Context: an optimization exercise on an open-source flow, tuned for small area. The choices shown serve that exercise and are no tape-out recipe. Where RTL was checked, it was by simulation tests only, not by an equivalence proof against the original.

## old
==> flow/design.v (excerpt) <==
module main(in, op, apply, tail, valid, empty, clk, reset);
    input clk, reset, apply;
    input [7:0] in;
    input [2:0] op;
    output [7:0] tail;
    output reg valid;
    output empty;
    reg [7:0] t, f0, f1, f2, f3;
    reg [2:0] sz;
    wire n0  = ~sz[2] & ~sz[0];    
    wire n1  = ~sz[1] &  sz[0];
    wire n2  = ~sz[2] &  sz[1];
    wire n3  =  sz[2] &  sz[0];
    wire n4  =  sz[1] & ~sz[0];
    wire n5  =  sz[2] & ~sz[1];
    wire le1 = ~sz[2] & ~sz[1];
    wire le2 = ~sz[2];
    wire le3 = ~sz[2] |  sz[0];
    wire two =  sz[2] |  sz[1];    
    wire [2:0] sz_up = {sz[1:0], ~sz[2]};
    wire [2:0] sz_dn = {~sz[0], sz[2:1]};
    assign tail = t;
    assign empty = n0;
    reg [7:0] a, b;
    always @(*)
        case (1'b1)
            n2: begin a = f3; b = t;  end
            n3: begin a = f2; b = f3; end
            n4: begin a = f1; b = f2; end
            default: begin a = f0; b = f1; end
        endcase
    wire is_add = (op == 3'd2);
    wire is_mul = (op == 3'd3);
    wire is_sub = (op == 3'd4);
    wire is_quo = (op == 3'd5);
    wire is_rem = (op == 3'd6);
    wire is_div = is_quo | is_rem;
    wire [7:0] hz;
    assign hz[0] = 1'b1;
    assign hz[1] = hz[0] & ~a[7];
    assign hz[2] = hz[1] & ~a[6];
    assign hz[3] = hz[2] & ~a[5];
    assign hz[4] = hz[3] & ~a[4];
    assign hz[5] = hz[4] & ~a[3];
    assign hz[6] = hz[5] & ~a[2];
    assign hz[7] = hz[6] & ~a[1];
    wire [7:0] quo;
    wire [0:0] d7_x, d7_y, d7_s, d7_r;
    wire [1:0] d7_c;
    assign d7_x = b[7];
    assign d7_y = ~a[0:0];
  ...
clock: 15.0 ns
lec_check: 0
cap_margin: 20
core_margin: 2
core_utilization: 40
slew_margin: 20
standard.sh (not shown) runs the stock make flow with config.mk's settings and CLKGATE_MAP_FILE= SYNTH_SCRIPT=/design/flow/synth_recipe.tcl, a recipe that flattens the netlist after the stock synthesis.
==> flow/flow/run.sh <==
#!/bin/bash
# The standard layout (standard.sh: ORFS from synthesis to the final layout), with these
# changes, all made through ORFS's own variables:
#  - each port gets a sky130_fd_sc_hd__buf_1 as its buffer (buffer_ports -buffer_cell)
#    instead of the default clkdlybuf4s50_1;
#  - clock tree synthesis builds from clkbuf_4/clkbuf_8 and adds no dummy loads;
#  - after global routing's timing repair, repair_timing -recover_power downsizes gates
#    that have slack to spare (RECOVER_POWER).
# Synthesis is the standard one, unchanged. The make output goes to standard.log in the
# work folder; ORFS's per-step logs stay under orfs/logs/.
set -euo pipefail
bash standard.sh synth > synth.log 2>&1
export BUFFER_PORTS_ARGS="-buffer_cell sky130_fd_sc_hd__buf_1"
export CTS_ARGS="-sink_clustering_enable -repair_clock_nets -dont_use_dummy_load -buf_list {sky130_fd_sc_hd__clkbuf_4 sky130_fd_sc_hd__clkbuf_8}"
export RECOVER_POWER=${RECOVER_POWER_PCT:-100}
bash standard.sh finish > standard.log 2>&1
old ran in full, but the layout does not pass; the checks complain about capacitance limit, slew limit.
Input changes introduced in new (baseline for comparison: old):
-- flow/design.v --
<<< old, line 22
    assign tail = t;
    assign empty = n0;
    reg [7:0] a, b;
    always @(*)
        case (1'b1)
            n2: begin a = f3; b = t;  end
            n3: begin a = f2; b = f3; end
            n4: begin a = f1; b = f2; end
            default: begin a = f0; b = f1; end
        endcase
    wire is_add = (op == 3'd2);
    wire is_mul = (op == 3'd3);
>>> new, line 22
    assign tail = t;
    assign empty = n0;
    wire [7:0] a = f0;                         
    wire [7:0] b = n2 ? t : f1;                
    wire is_add = (op == 3'd2);
    wire is_mul = (op == 3'd3);
<<< old, line 70
    assign d5_y = ~a[2:0];
    assign d5_c[1] = d5_x[0] | ~a[0];
    assign d5_c[2] = (d5_x[1] ^ d5_y[1]) ? d5_c[1] : d5_x[1];
    assign d5_s[1] = 1'b0;   
    assign d5_c[3] = (d5_x[2] ^ d5_y[2]) ? d5_c[2] : d5_x[2];
    assign d5_s[2] = 1'b0;   
    assign quo[5] = d5_c[3] & hz[5];
    assign d5_s[0] = 1'b0;   
    assign d5_r[0] = d5_x[0] ^ (quo[5] & a[0]);
    assign d5_r[2:1] = d5_x[2:1] ^ ({2{quo[5]}} & (d5_y[2:1] ^ d5_c[2:1]));
    wire [3:0] d4_x, d4_y, d4_s, d4_r;
    wire [4:0] d4_c;
>>> new, line 64
    assign d5_y = ~a[2:0];
    assign d5_c[1] = d5_x[0] | ~a[0];
    assign d5_s[1] = d5_x[1] ^ d5_y[1] ^ d5_c[1];
    assign d5_c[2] = (d5_x[1] & d5_y[1]) | (d5_c[1] & (d5_x[1] ^ d5_y[1]));
    assign d5_s[2] = d5_x[2] ^ d5_y[2] ^ d5_c[2];
    assign d5_c[3] = (d5_x[2] & d5_y[2]) | (d5_c[2] & (d5_x[2] ^ d5_y[2]));
    assign quo[5] = d5_c[3] & hz[5];
    assign d5_s[0] = 1'b0;   
    assign d5_r[0] = d5_x[0] ^ (quo[5] & a[0]);
    assign d5_r[2:1] = quo[5] ? d5_s[2:1] : d5_x[2:1];
    wire [3:0] d4_x, d4_y, d4_s, d4_r;
    wire [4:0] d4_c;
<<< old, line 314
        end
    always @(posedge clk)
        if (ok & ~pop) begin
            t <= nv;
            f0 <= f1;
            f1 <= f2;
            f2 <= f3;
            f3 <= t;
        end
endmodule
>>> new, line 308
        end
    always @(posedge clk)
        if (ok) begin
            if (!pop) t <= nv;
            if (push) begin
                if (le1) f0 <= t;
                if (le2) f1 <= t;
                if (le3) f2 <= t;
                f3 <= t;
            end else if (pop) begin
                f0 <= f1;
                f1 <= f2;
                f2 <= f3;
            end else begin
                f0 <= le3 ? t : f2;
                f1 <= n5 ? f3 : t;
                f2 <= t;
                f3 <= t;
            end
        end
endmodule
- Run comparison: old critical path's slowest cell sky130_fd_sc_hd__a32oi_1; new critical path's slowest cell sky130_fd_sc_hd__mux2i_2
- Going from old to new, number of buffers other than clock buffers in the final layout shows a reduction of 18; synthesized cell count shows an increase of 6; worst setup slack after layout shows an increase of 0.30 ns.
- Post-DP HPWL for new is lower than for old.
- Measured against old, the total number of tap cells of new comes out at 0.855 times the reference value.
- Both conditions hold for new: the flow ran to the end and the final layout passed the timing, design-rule and antenna checks.
- new ended up with a lower wire length than old did.
- Sort new and old by worst slew margin relative to its limit asc -> top: old
- Side by side, worst path buffer plus inverter count turned out lower in new than in old.
- Global-route usage, new and old: smaller value in old
- Compared with old, new shows netlist area before placement that has gone down by a few percent.
- As far as clock insertion delay at the later pin of the skew report is concerned, new and old perform about the same.
Function not checked in old: the RTL went through the layout flow alone.

========
main, a different RTL version from the one above (not shown whole).
For scale: roughly 44 flip-flops, ~24 I/O pins, ~5000 sq um of cells after synthesis.
==> flow/config.mk <==
export PLATFORM = sky130hd
export DESIGN_NAME = main
export DESIGN_NICKNAME = main
export VERILOG_FILES = /design/flow/design.v
export SDC_FILE = /design/flow/constraint.sdc
export NUM_CORES = 4
export LEC_CHECK = 0
export CAP_MARGIN = 20
export CORE_MARGIN = 2
export CORE_UTILIZATION = 40
export SLEW_MARGIN = 20
==> flow/constraint.sdc <==
create_clock -name core_clock -period 15.0 [get_ports {clk}]
set_input_delay 3.0000 -clock core_clock [delete_from_list [all_inputs] [get_ports {clk}]]
set_output_delay 3.0000 -clock core_clock [all_outputs]
set_load 0.01 [all_outputs]
Scripts as last shown in full above: flow/flow/run.sh
Next try:
--- a/flow/design.v
+++ b/flow/design.v
@@ -15,20 +15,26 @@
     wire n5  =  sz[2] & ~sz[1];
     wire le1 = ~sz[2] & ~sz[1];
     wire le2 = ~sz[2];
     wire le3 = ~sz[2] |  sz[0];
     wire two =  sz[2] |  sz[1];    
     wire [2:0] sz_up = {sz[1:0], ~sz[2]};
     wire [2:0] sz_dn = {~sz[0], sz[2:1]};
     assign tail = t;
     assign empty = n0;
-    wire [7:0] a = f0;                         
-    wire [7:0] b = n2 ? t : f1;                
+    reg [7:0] a, b;
+    always @(*)
+        case (1'b1)
+            n2: begin a = f3; b = t;  end
+            n3: begin a = f2; b = f3; end
+            n4: begin a = f1; b = f2; end
+            default: begin a = f0; b = f1; end
+        endcase
     wire is_add = (op == 3'd2);
     wire is_mul = (op == 3'd3);
     wire is_sub = (op == 3'd4);
     wire is_quo = (op == 3'd5);
     wire is_rem = (op == 3'd6);
     wire is_div = is_quo | is_rem;
     wire [7:0] hz;
     assign hz[0] = 1'b1;
     assign hz[1] = hz[0] & ~a[7];
@@ -46,24 +52,24 @@
     assign d7_c[1] = d7_x[0] | ~a[0];
     assign quo[7] = d7_c[1] & hz[7];
     assign d7_s[0] = 1'b0;   
     assign d7_r[0] = d7_x[0] ^ (quo[7] & a[0]);
     wire [1:0] d6_x, d6_y, d6_s, d6_r;
     wire [2:0] d6_c;
     assign d6_x = {d7_r, b[6]};
     assign d6_y = ~a[1:0];
     assign d6_c[1] = d6_x[0] | ~a[0];
-    assign d6_s[1] = d6_x[1] ^ d6_y[1] ^ d6_c[1];
-    assign d6_c[2] = (d6_x[1] & d6_y[1]) | (d6_c[1] & (d6_x[1] ^ d6_y[1]));
+    assign d6_c[2] = (d6_x[1] ^ d6_y[1]) ? d6_c[1] : d6_x[1];
+    assign d6_s[1] = 1'b0;   
     assign quo[6] = d6_c[2] & hz[6];
     assign d6_s[0] = 1'b0;   
     assign d6_r[0] = d6_x[0] ^ (quo[6] & a[0]);
-    assign d6_r[1:1] = quo[6] ? d6_s[1:1] : d6_x[1:1];
+    assign d6_r[1:1] = d6_x[1:1] ^ ({1{quo[6]}} & (d6_y[1:1] ^ d6_c[1:1]));
     wire [2:0] d5_x, d5_y, d5_s, d5_r;
     wire [3:0] d5_c;
     assign d5_x = {d6_r, b[5]};
     assign d5_y = ~a[2:0];
     assign d5_c[1] = d5_x[0] | ~a[0];
     assign d5_s[1] = d5_x[1] ^ d5_y[1] ^ d5_c[1];
     assign d5_c[2] = (d5_x[1] & d5_y[1]) | (d5_c[1] & (d5_x[1] ^ d5_y[1]));
     assign d5_s[2] = d5_x[2] ^ d5_y[2] ^ d5_c[2];
     assign d5_c[3] = (d5_x[2] & d5_y[2]) | (d5_c[2] & (d5_x[2] ^ d5_y[2]));
@@ -301,28 +307,17 @@
     always @(posedge clk or posedge reset)
         if (reset) begin
             valid <= 1'b1;
             sz <= 3'd0;
         end else if (apply) begin
             if (!good) valid <= 1'b0;
             else sz <= push ? sz_up : sz_dn;
         end
     always @(posedge clk)
-        if (ok) begin
-            if (!pop) t <= nv;
-            if (push) begin
-                if (le1) f0 <= t;
-                if (le2) f1 <= t;
-                if (le3) f2 <= t;
-                f3 <= t;
-            end else if (pop) begin
-                f0 <= f1;
-                f1 <= f2;
-                f2 <= f3;
-            end else begin
-                f0 <= le3 ? t : f2;
-                f1 <= n5 ? f3 : t;
-                f2 <= t;
-                f3 <= t;
-            end
+        if (ok & ~pop) begin
+            t <= nv;
+            f0 <= f1;
+            f1 <= f2;
+            f2 <= f3;
+            f3 <= t;
         end
 endmodule
This time the run finished with capacitance limit, slew limit left; synthesized area shrinks by 4.1%; utilization grows by 3.2 points; worst setup slack degrades by 0.20 ns; synthesized cell count shrinks by 13%; routed wire length grows by 7.1%; sequential share of layout area shrinks by 0.52 points; first-iteration DRC count grows by 46%.
No functional check of the RTL was part of any run of this note.

-- static timing again, ports no longer ideal --
In the flow no input, the clock included, has a driving cell. The finished layouts below were timed again as built, in two steps. Step 1, drivers: a clkbuf_16 drives clk and a buf_2 each remaining input, both assumed. Step 2 also shifts input and output timing later by t, the mid clock arrival at the registers, as if the neighbouring blocks saw the same clock. a / b / c = ideal ports / drivers / drivers and shift; a / b = the first two.
run | shift t [ns] | slack for setup (ns) | clock arrival spread, ns | slew at the worst register clock pin (ns) | worst data-port slew with drivers (ns)
old | 0.312 | 0.633 / 0.633 / 0.633 | 0.021 / 0.020 | 0.08 / 0.08 | 0.04
new | 0.321 | 0.928 / 0.928 / 0.928 | 0.017 / 0.017 | 0.08 / 0.08 | 0.03
the first run of note 2 | 0.323 | 0.819 / 0.819 / 0.819 | 0.016 / 0.015 | 0.09 / 0.09 | 0.04
the second run of note 2 | 0.325 | 0.623 / 0.623 / 0.623 | 0.019 / 0.019 | 0.08 / 0.08 | 0.05
